This design comes from an exercise in tuning for small area and a short achievable clock period on the open sky130 flow, not from production work.
At most, simulation tests tie the RTL to the original design; equivalence was not proved.
For run 2, only the layout was checked, not whether the RTL still works.
No activity file was given, so power comes from the tool's default toggle rates.

==> flow/design.v, too long to show whole: its modules and the start of the top module <==
// module Decoder: 6 lines
// module DIV_UNIT: 1312 lines
// module MUL_UNIT: 1123 lines
// module LOGIC_UNIT: 8 lines
// module SHIFT_UNIT: 9 lines
// module CMP_UNIT: 10 lines
// module ALU_TOP: 62 lines
module ALU_TOP (
input  wire [15:0] A ,
input  wire [15:0] B ,
input  wire [3:0]  ALU_FUNC ,
input  wire        CLK ,
output reg  [31:0] Arith_OUT ,
output wire        Carry_OUT ,
output reg         Arith_Flag ,
output reg  [15:0] Logic_OUT ,
output reg         Logic_Flag ,
output reg  [15:0] Shift_OUT ,
output reg         Shift_Flag ,
output reg  [2:0]  CMP_OUT ,
output reg         CMP_Flag
);
  // ...
==> flow/flow/run.sh <==
#!/bin/bash
# Layout flow: the standard synthesis, then the combinational logic is
# re-mapped (full-adder polarity chosen to save inverters, other cells
# re-mapped by ABC; flip-flops untouched), proven equivalent to the standard
# netlist, and laid out by the standard flow with small port buffers.
set -euo pipefail
F=$PWD/flow
source $F/params.sh
R=$PWD/orfs/results/sky130hd/ALU_TOP/base
export LIB=$FLOW_HOME/platforms/sky130hd/lib/sky130_fd_sc_hd__tt_025C_1v80.lib
export YOSYS=$(command -v yosys || echo /OpenROAD-flow-scripts/tools/install/yosys/bin/yosys)
export YOSYS_ABC=$(command -v yosys-abc || echo $(dirname $YOSYS)/yosys-abc)

bash standard.sh synth > synth.log 2>&1
cp $R/1_2_yosys.v std_synth.v
python3 $F/fixinv.py std_synth.v fixinv1.v $SOFTEN > fixinv1.log 2>&1
RS_IN=$PWD/fixinv1.v RS_OUT=$PWD/resynth.v RS_LIB=$LIB RS_SCRIPT=$F/$ABC_SCRIPT \
  RS_DONT_USE="$(cat $F/dont_use.txt)" RS_CONSTR=$F/abc.constr \
  $YOSYS -c $F/resynth.tcl > resynth.log 2>&1
python3 $F/fixinv.py resynth.v fixinv2.v > fixinv2.log 2>&1
if bash $F/equiv.sh std_synth.v fixinv2.v $PWD/equiv > equiv.log 2>&1; then
  echo "re-mapped netlist proven equivalent" >> equiv.log
  cp fixinv2.v $R/1_2_yosys.v
  rm -f $R/1_synth.odb $R/1_synth.sdc
else
  echo "equivalence not proven: keeping the standard netlist" >> equiv.log
fi
bash standard.sh "${EXTRA[@]}" finish > layout.log 2>&1
==> flow/flow/abc.constr <==
set_driving_cell sky130_fd_sc_hd__buf_1
set_load 5
==> flow/flow/cutff.py <==
#!/usr/bin/env python3
"""cutff.py IN.v OUT.v: turn every dfxtp flip-flop into a pair of ports
(Q as input ffq_N, D as output ffd_N, N from the sorted instance names)."""
import re, sys
src = open(sys.argv[1]).read()
inst_re = re.compile(r"^\s*(sky130_fd_sc_hd__dfxtp_\w+)\s+(\\\S+\s|\S+)\s*\((.*?)\);", re.S | re.M)
ffs = []
def repl(m):
    pins = dict((p, n.strip()) for p, n in re.findall(r"\.(\w+)\(\s*(.*?)\s*\)\s*(?:,|$)", m.group(3), re.S))
    ffs.append((m.group(2).strip(), pins))
    return ""
body = inst_re.sub(repl, src)
ffs.sort()
esc = lambda s: s + " " if s.startswith("\\") else s
hdr_end = body.index(");") 
ports = ", ".join(f"ffq_{i}, ffd_{i}" for i in range(len(ffs)))
body = body[:hdr_end] + ", " + ports + body[hdr_end:]
decl = "".join(f"  input ffq_{i};\n  output ffd_{i};\n  assign {esc(p['Q'])} = ffq_{i};\n  assign ffd_{i} = {esc(p['D'])};\n" for i, (n, p) in enumerate(ffs))
k = body.rindex("endmodule")
body = body[:k] + decl + body[k:]
open(sys.argv[2], "w").write(body)
sys.stderr.write(f"cutff: {len(ffs)} flip-flops\n")
==> flow/flow/dont_use.txt <==
sky130_fd_sc_hd__probe_p_8 sky130_fd_sc_hd__probec_p_8 sky130_fd_sc_hd__lpflow_bleeder_1 sky130_fd_sc_hd__lpflow_clkbufkapwr_1 sky130_fd_sc_hd__lpflow_clkbufkapwr_16 sky130_fd_sc_hd__lpflow_clkbufkapwr_2 sky130_fd_sc_hd__lpflow_clkbufkapwr_4 sky130_fd_sc_hd__lpflow_clkbufkapwr_8 sky130_fd_sc_hd__lpflow_clkinvkapwr_1 sky130_fd_sc_hd__lpflow_clkinvkapwr_16 sky130_fd_sc_hd__lpflow_clkinvkapwr_2 sky130_fd_sc_hd__lpflow_clkinvkapwr_4 sky130_fd_sc_hd__lpflow_clkinvkapwr_8 sky130_fd_sc_hd__lpflow_decapkapwr_12 sky130_fd_sc_hd__lpflow_decapkapwr_3 sky130_fd_sc_hd__lpflow_decapkapwr_4 sky130_fd_sc_hd__lpflow_decapkapwr_6 sky130_fd_sc_hd__lpflow_decapkapwr_8 sky130_fd_sc_hd__lpflow_inputiso0n_1 sky130_fd_sc_hd__lpflow_inputiso0p_1 sky130_fd_sc_hd__lpflow_inputiso1n_1 sky130_fd_sc_hd__lpflow_inputiso1p_1 sky130_fd_sc_hd__lpflow_inputisolatch_1 sky130_fd_sc_hd__lpflow_isobufsrc_1 sky130_fd_sc_hd__lpflow_isobufsrc_16 sky130_fd_sc_hd__lpflow_isobufsrc_2 sky130_fd_sc_hd__lpflow_isobufsrc_4 sky130_fd_sc_hd__lpflow_isobufsrc_8 sky130_fd_sc_hd__lpflow_isobufsrckapwr_16 sky130_fd_sc_hd__lpflow_lsbuf_lh_hl_isowell_tap_1 sky130_fd_sc_hd__lpflow_lsbuf_lh_hl_isowell_tap_2 sky130_fd_sc_hd__lpflow_lsbuf_lh_hl_isowell_tap_4 sky130_fd_sc_hd__lpflow_lsbuf_lh_isowell_4 sky130_fd_sc_hd__lpflow_lsbuf_lh_isowell_tap_1 sky130_fd_sc_hd__lpflow_lsbuf_lh_isowell_tap_2 sky130_fd_sc_hd__lpflow_lsbuf_lh_isowell_tap_4
==> flow/flow/equiv.sh <==
#!/bin/bash
# equiv.sh GOLD.v GATE.v DIR: prove two sky130 netlists with the same flip-flops equivalent
set -u
T=$3; mkdir -p $T
F=$(dirname "$0")
python3 $F/cutff.py $1 $T/gold.v && python3 $F/cutff.py $2 $T/gate.v || exit 1
cat > $T/eq.ys <<EOT
read_liberty -ignore_miss_func $LIB
read_verilog -noblackbox $T/gold.v
rename ALU_TOP gold
read_verilog -noblackbox $T/gate.v
rename ALU_TOP gate
flatten gold gate
miter -equiv -flatten gold gate miter
hierarchy -top miter
flatten
techmap
aigmap
opt_clean
write_aiger -zinit $T/miter.aig
EOT
$YOSYS $T/eq.ys > $T/eq_yosys.log 2>&1 || exit 1
$YOSYS_ABC -c "read $T/miter.aig; strash; print_stats; iprove" > $T/eq_abc.log 2>&1
grep -q "^UNSATISFIABLE" $T/eq_abc.log
==> flow/flow/fixinv.py <==
#!/usr/bin/env python3
"""Re-choose the polarity of sky130 full adders in a Yosys netlist to need
fewer inverters.

A full adder is self-dual: FA(~a,~b,~c) = (~sum, ~cout).  Each fa cell may be
used in either polarity; a local search picks the polarities that need the
fewest inverters, then every inv_1 (except ones driving ports) is rebuilt:
at most one inverter per signal.  The logic function is unchanged and
flip-flops are not touched.
Usage: fixinv.py IN.v OUT.v
"""
import re, sys, random

OUTPINS = {"X", "Y", "Q", "Q_N", "SUM", "COUT", "HI", "LO"}
INV = "sky130_fd_sc_hd__inv_1"
FA = "sky130_fd_sc_hd__fa_1"

src = open(sys.argv[1]).read()
m = re.search(r"^\s*sky130_fd_sc_hd__\w+\s", src, re.M)
head = src[:m.start()]
body = src[m.start():src.rindex("endmodule")]
if re.search(r"^\s*assign\s", body, re.M):
    sys.exit("fixinv: assign statements in the cell list are not handled")
inst_re = re.compile(r"(sky130_fd_sc_hd__\w+)\s+(\\\S+\s|\S+)\s*\((.*?)\);", re.S)
pin_re = re.compile(r"\.(\w+)\(\s*(.*?)\s*\)\s*(?:,|$)", re.S)
insts = {}
for t, n, pins in inst_re.findall(body):
    insts[n.strip()] = [t, {p: net.strip() for p, net in pin_re.findall(pins)}]
ports = set()
for d, rng, names in re.findall(r"^\s*(input|output|inout)\s+(\[[^\]]+\]\s+)?([^;]+);", head, re.M):
    for nm in names.split(","):
        nm = nm.strip()
        ports.add(nm)
        if rng:
            hi, lo = map(int, re.findall(r"-?\d+", rng))
            for i in range(min(hi, lo), max(hi, lo) + 1):
                ports.add(f"{nm}[{i}]")

drv = {}
for n, (t, pins) in insts.items():
    for p, net in pins.items():
        if p in OUTPINS:
            drv[net] = (n, p)
# inverters that may be rebuilt: inv_1 not driving a port
free_inv = {n for n, (t, pins) in insts.items() if t == INV and pins["Y"] not in ports}
def base_of(net):
    par = 0
    seen = 0
    while net in drv and drv[net][0] in free_inv and seen < 100:
        net = insts[drv[net][0]][1]["A"]
        par ^= 1
        seen += 1
    return net, par
fas = [n for n, (t, _) in insts.items() if t == FA]
fa_idx = {n: i for i, n in enumerate(fas)}
# source variable of each base signal
src_var = {}
for n in fas:
    for p in ("SUM", "COUT"):
        src_var[insts[n][1][p]] = fa_idx[n]
# fas whose outputs reach ports keep their polarity
fixed = set()
# consumers: list of (base, parity, fa index or None, inst, pin)
cons = {}
for n, (t, pins) in insts.items():
    if n in free_inv:
        continue
    for p, net in pins.items():
        if p in OUTPINS:
            continue
        b, par = base_of(net)
        v = fa_idx[n] if t == FA else None
        cons.setdefault(b, []).append((par, v, n, p))
for net in ports:
    if net in drv or net in src_var:
        b, par = base_of(net)
        if b in src_var:
            fixed.add(src_var[b])
x = [0] * len(fas)
def sig_cost(b):
    sp = x[src_var[b]] if b in src_var else 0
    for par, v, _, _ in cons.get(b, ()):
        w = par ^ (x[v] if v is not None else 0)
        if w != sp:
            return 1
    return 0
# signals touched by each fa
touch = [set() for _ in fas]
for b, cl in cons.items():
    for _, v, _, _ in cl:
        if v is not None:
            touch[v].add(b)
for b, v in src_var.items():
    touch[v].add(b)
def total():
    return sum(sig_cost(b) for b in cons)
start = total()
best_x, best = list(x), start
cur = start
rng = random.Random(1)
T = 1.0
for step in range(200000 if fas else 0):
    i = rng.randrange(len(fas))
    if i in fixed:
        continue
    before = sum(sig_cost(b) for b in touch[i])
    x[i] ^= 1
    d = sum(sig_cost(b) for b in touch[i]) - before
    if d <= 0 or rng.random() < pow(2.718, -d / T):
        cur += d
        if cur < best:
            best, best_x = cur, list(x)
    else:
        x[i] ^= 1
    T = max(0.05, T * 0.99997)
x = best_x
sys.stderr.write(f"fixinv: signals needing an inverter {start} -> {total()} "
                 f"({sum(x)} of {len(fas)} full adders flipped; {len(free_inv)} inverters before)\n")
# rebuild
for n in free_inv:
    del insts[n]
cnt = [0]
inv_net = {}
new_wires = []
for b, cl in cons.items():
    sp = x[src_var[b]] if b in src_var else 0
    for par, v, n, p in cl:
        w = par ^ (x[v] if v is not None else 0)
        if w == sp:
            insts[n][1][p] = b
        else:
            if b not in inv_net:
                cnt[0] += 1
                y = f"_fixinv_n{cnt[0]}_"
                new_wires.append(y)
                insts[f"_fixinv_i{cnt[0]}_"] = [INV, {"A": b, "Y": y}]
                inv_net[b] = y
            insts[n][1][p] = inv_net[b]
sys.stderr.write(f"fixinv: inverters now {sum(1 for t, _ in insts.values() if t == INV)}\n")
SOFT = "--soften" in sys.argv
soft_def = ""
if SOFT:
    # full adders whose carry feeds logic other than full adders are handed
    # back to ABC (as plain logic) so it can restructure those paths
    drv2, loads2 = {}, {}
    for n, (t, pins) in insts.items():
        for p, net in pins.items():
            if p in OUTPINS: drv2[net] = n
            else: loads2.setdefault(net, []).append(n)
    def fa_only(net):
        for ln in loads2.get(net, []):
            t = insts[ln][0]
            if t == FA: continue
            if t == INV and all(insts[l2][0] == FA for l2 in loads2.get(insts[ln][1]["Y"], [])): continue
            return False
        return True
    nsoft = 0
    for n, (t, pins) in list(insts.items()):
        if t == FA and ("--soften-all" in sys.argv or not fa_only(pins["COUT"])
                        or ("--soften-sum" in sys.argv and not fa_only(pins["SUM"]))):
            insts[n][0] = "fa_soft"; nsoft += 1
    sys.stderr.write(f"fixinv: {nsoft} full adders handed back as logic\n")
    soft_def = """
module fa_soft (A, B, CIN, SUM, COUT);
  input A, B, CIN;
  output SUM, COUT;
  assign SUM = A ^ B ^ CIN;
  assign COUT = (A & B) | (A & CIN) | (B & CIN);
endmodule
"""
out = [head.rstrip("\n") + "\n"]
for w in new_wires:
    out.append(f"  wire {w};\n")
for n, (t, pins) in insts.items():
    esc = lambda s: s + " " if s.startswith("\\") else s
    pl = ",\n".join(f"    .{p}({esc(net)})" for p, net in pins.items())
    out.append(f"  {t} {esc(n)} (\n{pl}\n  );\n")
out.append("endmodule\n")
out.append(soft_def)
open(sys.argv[2], "w").write("".join(out))
==> flow/flow/params.sh <==
ABC_SCRIPT=resynth.abc
SOFTEN="--soften"
EXTRA=("BUFFER_PORTS_ARGS=-buffer_cell sky130_fd_sc_hd__buf_1")
==> flow/flow/resynth.abc <==
strash
dc2
dch
map -B 0.9
topo
stime -c
upsize -c
dnsize -c
==> flow/flow/resynth.tcl <==
# Re-map the combinational logic of a synthesized sky130 netlist with ABC.
# Full adders, flip-flops and tie cells stay as they are; every other cell is
# dissolved into its logic function and mapped again.
# env: RS_IN, RS_OUT, RS_LIB, RS_SCRIPT, RS_DONT_USE, RS_CONSTR
yosys -import
set lib $::env(RS_LIB)
read_liberty -ignore_miss_func $lib
read_verilog -noblackbox $::env(RS_IN)
hierarchy -top ALU_TOP
set keep {sky130_fd_sc_hd__fa_1 sky130_fd_sc_hd__dfxtp_1 sky130_fd_sc_hd__conb_1}
foreach c $keep { catch { setattr -mod -set keep_hierarchy 1 $c } }
flatten
foreach c $keep { catch { blackbox $c } }
techmap
opt -fast
opt_clean -purge
set dont {}
foreach c $::env(RS_DONT_USE) { lappend dont -dont_use $c }
abc -liberty $lib {*}$dont -script $::env(RS_SCRIPT) -constr $::env(RS_CONSTR)
opt_clean -purge
hilomap -singleton -hicell sky130_fd_sc_hd__conb_1 HI -locell sky130_fd_sc_hd__conb_1 LO
splitnets
opt_clean -purge
insbuf -buf sky130_fd_sc_hd__buf_2 A X
opt_clean -purge
stat -liberty $lib
write_verilog -noattr -noexpr -nohex -nodec -selected $::env(RS_OUT)
==> flow/standard.sh <==
#!/bin/bash
# synth_recipe.tcl (not shown) runs the flow's synth.tcl, then flattens the netlist and writes it again
# the make line also repeats each setting of config.mk as NAME=value (left out here)
make -C /OpenROAD-flow-scripts/flow DESIGN_CONFIG=/design/flow/config.mk WORK_HOME=/design/flow/orfs CLKGATE_MAP_FILE= SYNTH_SCRIPT=/design/flow/synth_recipe.tcl "${@:-finish}"
==> flow/config.mk <==
export PLATFORM = sky130hd
export DESIGN_NAME = ALU_TOP
export DESIGN_NICKNAME = ALU_TOP
export VERILOG_FILES = /design/flow/design.v
export SDC_FILE = /design/flow/constraint.sdc
export NUM_CORES = 4
export LEC_CHECK = 0
export ABC_AREA = 1
export CAP_MARGIN = 20
export CORE_MARGIN = 2
export CORE_UTILIZATION = 40
export SLEW_MARGIN = 20
==> flow/constraint.sdc <==
create_clock -name core_clock -period 105.0 [get_ports {CLK}]
set_input_delay 21.0000 -clock core_clock [delete_from_list [all_inputs] [get_ports {CLK}]]
set_output_delay 21.0000 -clock core_clock [all_outputs]
set_load 0.01 [all_outputs]
==> results.toml, run 1 <==
[grt]
busiest_layer = "met2"
grt_pass1_vias = 17735
gr-usage-met3 = 0.0452
overflow = 0

[power]
swShare = 0.556
switchingPower_mw = 0.184

[cells_and_area]
antenna_cells = 0
nets = 2831
design_area_um2 = 17300
final-seq-area_um2 = 1400
buf_share = 0.0439
mostFrequentLayoutCells = "nand2_1 (736), clkinv_1 (264), nand3_1 (240)"
multiInputGateArea_um2 = 13000
dominant-cell-class = "multi-input combinational cells"
final_common_cell = "nand2_1"
drive_gt1_frac = 0.0865

[sta]
finalCritPeriodShare = 0.338
relSlewSlack = 0.282
finalSetupViolations = 0

[place]
port_buffers = 107
placed_area_um2 = 17000
dp_slack_ns = 69.63

[setup_path]
cp-startpoint = "B[9]"
critPathLaunchType = "primary input"
cp-endpoint = "Arith_OUT[0]"
crit_slowest_cell = "xor2_1"
crit_path_end_kind = "flip-flop"

[drt]
route.met2.wl_um = 29300
viasPerCell = 5.83

[outcome]
status = "finished clean"

[yosys]
syn_area_um2 = 15600

[die]
die_w_um = 202

[clocking]
htreeDepth = 3
clock_tree.buffer_depth = 2
==> run 2: changes to the inputs <==
--- a/flow/design.v
+++ b/flow/design.v
@@ -369,17 +369,20 @@
 wire s4_3_p2_6 = s4_3_p1_6 & s4_3_p1_3;
 wire s4_3_g2_7 = s4_3_g1_7 | (s4_3_p1_7 & s4_3_g1_3);
 wire s4_3_p2_7 = s4_3_p1_7 & s4_3_p1_3;
 wire [7:0] d4_3 = {p4[7] ^ b3[7] ^ s4_3_g2_6, p4[6] ^ b3[6] ^ s4_3_g2_5, p4[5] ^ b3[5] ^ s4_3_g2_4, p4[4] ^ b3[4] ^ s4_3_g1_3, p4[3] ^ b3[3] ^ s4_3_g1_2, p4[2] ^ b3[2] ^ s4_3_g0_1, p4[1] ^ b3[1] ^ s4_3_g0, p4[0] ^ b3[0] ^ 1'b0};
 wire [7:0] c4_3 = {s4_3_g2_6, s4_3_g2_5, s4_3_g2_4, s4_3_g1_3, s4_3_g1_2, s4_3_g0_1, s4_3_g0, 1'b0};
 wire ge4_3 = fit4_3 & ~s4_3_g2_7;
 assign Q[9] = ge4_2;
 assign Q[8] = ge4_3 | (ge4_1 & ~ge4_2);
-wire [15:0] r4 = {ge4_3 ? d4_3 : ge4_2 ? d4_2 : ge4_1 ? d4_1 : p4, r5[7:0]};
+wire sel4_3 = ge4_3;
+wire sel4_2 = ge4_2 & ~ge4_3;
+wire sel4_1 = ge4_1 & ~ge4_2;
+wire [15:0] r4 = {p4[7] ^ ((sel4_1 & (b1[7] ^ c4_1[7])) | (sel4_2 & (b2[7] ^ c4_2[7])) | (sel4_3 & (b3[7] ^ c4_3[7]))), p4[6] ^ ((sel4_1 & (b1[6] ^ c4_1[6])) | (sel4_2 & (b2[6] ^ c4_2[6])) | (sel4_3 & (b3[6] ^ c4_3[6]))), p4[5] ^ ((sel4_1 & (b1[5] ^ c4_1[5])) | (sel4_2 & (b2[5] ^ c4_2[5])) | (sel4_3 & (b3[5] ^ c4_3[5]))), p4[4] ^ ((sel4_1 & (b1[4] ^ c4_1[4])) | (sel4_2 & (b2[4] ^ c4_2[4])) | (sel4_3 & (b3[4] ^ c4_3[4]))), p4[3] ^ ((sel4_1 & (b1[3] ^ c4_1[3])) | (sel4_2 & (b2[3] ^ c4_2[3])) | (sel4_3 & (b3[3] ^ c4_3[3]))), p4[2] ^ ((sel4_1 & (b1[2] ^ c4_1[2])) | (sel4_2 & (b2[2] ^ c4_2[2])) | (sel4_3 & (b3[2] ^ c4_3[2]))), p4[1] ^ ((sel4_1 & (b1[1] ^ c4_1[1])) | (sel4_2 & (b2[1] ^ c4_2[1])) | (sel4_3 & (b3[1] ^ c4_3[1]))), p4[0] ^ ((sel4_1 & (b1[0] ^ c4_1[0])) | (sel4_2 & (b2[0] ^ c4_2[0])) | (sel4_3 & (b3[0] ^ c4_3[0]))), r5[7:0]};
 wire [9:0] p3 = r4[15:6];
 wire fit3_1 = (B <= 16'd1023);
 wire fit3_2 = (B <= 16'd511);
 wire fit3_3 = (B <= 16'd341);
 wire s3_1_g0 = ~p3[0] & b1[0];
 wire s3_1_g1 = ~p3[1] & b1[1];
 wire s3_1_g2 = ~p3[2] & b1[2];
 wire s3_1_g3 = ~p3[3] & b1[3];
==> run 2 against run 1 <==
Compared with the run above:
- still clean
- setup slack worse by 1.2 ns
- clock-buffer cell count up 1
- clock power is 4% higher
- sequential power is essentially flat
- critical path type unchanged
- largest power group unchanged
==> results.toml, run 2 <==
[outcome]
status = "finished clean"

[sta]
finalSetupViolations = 0
finalCriticalPeriod_ns = 36.78
slew_viol_final = 0
finalHoldViolations = 0
rsz0062_at_grt = "false"
relSlewSlack = 0.269
setup_ws_ns = 68.22
fmax_mhz = 27.2
finalCritPeriodShare = 0.350
worst-slew-pin-transition_ns = 1.09
tns_ns = 0

[setup_path]
path_common_cell = "nand2_1"
critPathLaunchType = "primary input"
critical-path-top-delay-family = "simple AND/OR/NAND/NOR gates"
crit_fanout = 27
crit_buf_inv = 11
cp-endpoint = "Arith_OUT[0]"
cp.arrival_ns = 37.08
cp.required_ns = 105.29
crit_path_end_kind = "flip-flop"
cpPeakStageDelay_ns = 0.63
crit_slowest_cell = "inv_2"
crit_type = "primary input to flip-flop"
cp.depth = 119
cp-startpoint = "B[11]"

[cells_and_area]
antenna_cells = 0
reg_top3 = "Arith_OUT (32), Logic_OUT (16), Shift_OUT (16)"
largest-register = "Arith_OUT"
nets = 2809
area_growth_syn_to_layout_pct = 11.6
mostFrequentLayoutCells = "nand2_1 (673), nand3_1 (279), clkinv_1 (266)"
largest_register_ffs = 32
final_common_cell = "nand2_1"
drive_gt1_frac = 0.0864

[clocking]
cts-root-buf = "clkbuf_16"
htreeDepth = 3
cts-buffers-inserted = 9
cts_resized = 0
cts_post_setup_buffers_inserted = 0
clock_tree.buffer_depth = 2
cts.sinks = 70
path_clk_slew_ns = 0.07
cts_tree = "yes"
ctsHoldBuffers = 0

[die]
die_w_um = 200
num_rows = 71
num_io_pins = 109
start_util = 0.408
coreArea_um2 = 37800
die_y_um = 200
die_area_um2 = 40100

[drt]
drtIter0Drc = 2251
wl_um = 68900
viasPerCell = 5.84
ant_nets = 0
dr.pass1.iters = 6
drc = 0
wl_per_cell_um = 21.8
vias = 18464

[grt]
grt_use_total = 0.339
overflow = 0
grt_max_degree = 67
antenna_found_initial = 1
grt_pass1_wl_um = 105000
grt_pass1_vias = 17352

[yosys]
synth_fp_nets = 2633
syn_avg_cell_area_um2 = 6.24
netlist_instances = 2469
yosysWarningCount = 1
syn_area_um2 = 15400

[power]
peakVddDrop_uv = 14.7
p_per_area_nw_per_um2 = 18.6
p_leak_nw = 7.44

[place]
gp_congestion = 1.00
port_buffers = 107
dp_slack_ns = 68.32
hpwl_um = 51100

[min_path]
holdCritPathClass = "primary input to flip-flop"

[flow_run]
maxCapViolCount = 0
run 2: cell type report:
type / instances / area, µm²
clock buffer: 10 / 229
clock inverter: 6 / 70.1
fill: 4146 / 20600
inverter: 329 / 1270
multi-input combinational: 2068 / 12700
sequential: 70 / 1400
tap: 511 / 639
timing repair buffer: 167 / 858
run 2: how the worst min path moves through the flow:
stage                      from       end  slack (ns)  cells after the start
finish              ALU_FUNC[2]  CMP_Flag       20.93                      2
global route        ALU_FUNC[2]  CMP_Flag       20.95                      2
CTS                 ALU_FUNC[2]  CMP_Flag       20.91                      2
detailed placement  ALU_FUNC[2]  CMP_Flag       21.29                      2
global placement    ALU_FUNC[2]  CMP_Flag       21.31                      2
floorplan           ALU_FUNC[2]  CMP_Flag       21.09                      1
run 2: through the flow:
| stage | power (mW) | hold WS, ns | utilization | instance area, µm² | cells |
|---|---|---|---|---|---|
| 2_1_floorplan | 0.224 | 21.09 | - | 15400 | 2469 |
| 3_3_place_gp | 0.278 | 21.31 | 0.447 | 16900 | 3145 |
| 3_5_place_dp | 0.284 | 21.29 | 0.447 | 16900 | 3145 |
| 6_report | 0.319 | 20.93 | 0.455 | 17200 | 3161 |
| 4_1_cts | 0.318 | 20.91 | 0.455 | 17200 | 3161 |
| 5_1_grt | 0.358 | 20.95 | 0.455 | 17200 | 3161 |
run 2: per-layer routing:
metal | vias up | track usage | part of all wire
met1 | 8678 | 0.466 | 0.43
met4 | 2 | 0.150 | 0.045
li1 | 8575 | - | -
met3 | 170 | 0.0451 | 0.094
met5 | - | 0 | 0.00019
met2 | 1039 | 0.531 | 0.43
run 2: where the power goes:
| group | total, mW | switching [mW] | internal, mW |
|---|---|---|---|
| sequential | 0.0313 | 0.00105 | 0.0303 |
| combinational | 0.255 | 0.162 | 0.0927 |
| clock | 0.0334 | 0.0148 | 0.0186 |
| total | 0.319 | 0.178 | 0.142 |

==> port drivers added, routing unchanged <==
The results above use ideal ports. As a check the final layouts listed here were re-extracted and re-timed, cells and wires unchanged.
Step 1 assumes that a clkbuf_16 drives the clock port and a buf_2 every other input.
Step 2 adds t to the input delays and takes it off the output delays; t is the mean of the earliest and latest rising clock arrival at the registers after step 1. Input paths then give back, and output paths get back, about the clock's delay inside the block.
Slacks: no drivers / after step 1 / after step 2; pairs: no drivers / after step 1.
| run | t, ns | setup WS [ns] | hold slack, ns | worst slew at a driven data input, ns | cell pins on the clock port's net |
|---|---|---|---|---|---|
| run 1 | 0.415 | 69.461 / 69.492 / 69.076 | 20.925 / 20.905 / 21.320 | 0.04 | 1 |
| run 2 | 0.426 | 68.217 / 68.251 / 67.824 | 20.929 / 20.905 / 21.331 | 0.04 | 1 |
After both steps every run listed still meets setup and hold. For run 2, which loses most, drivers alone change the setup slack by +0.034 ns; drivers and shift together by -0.393 ns.
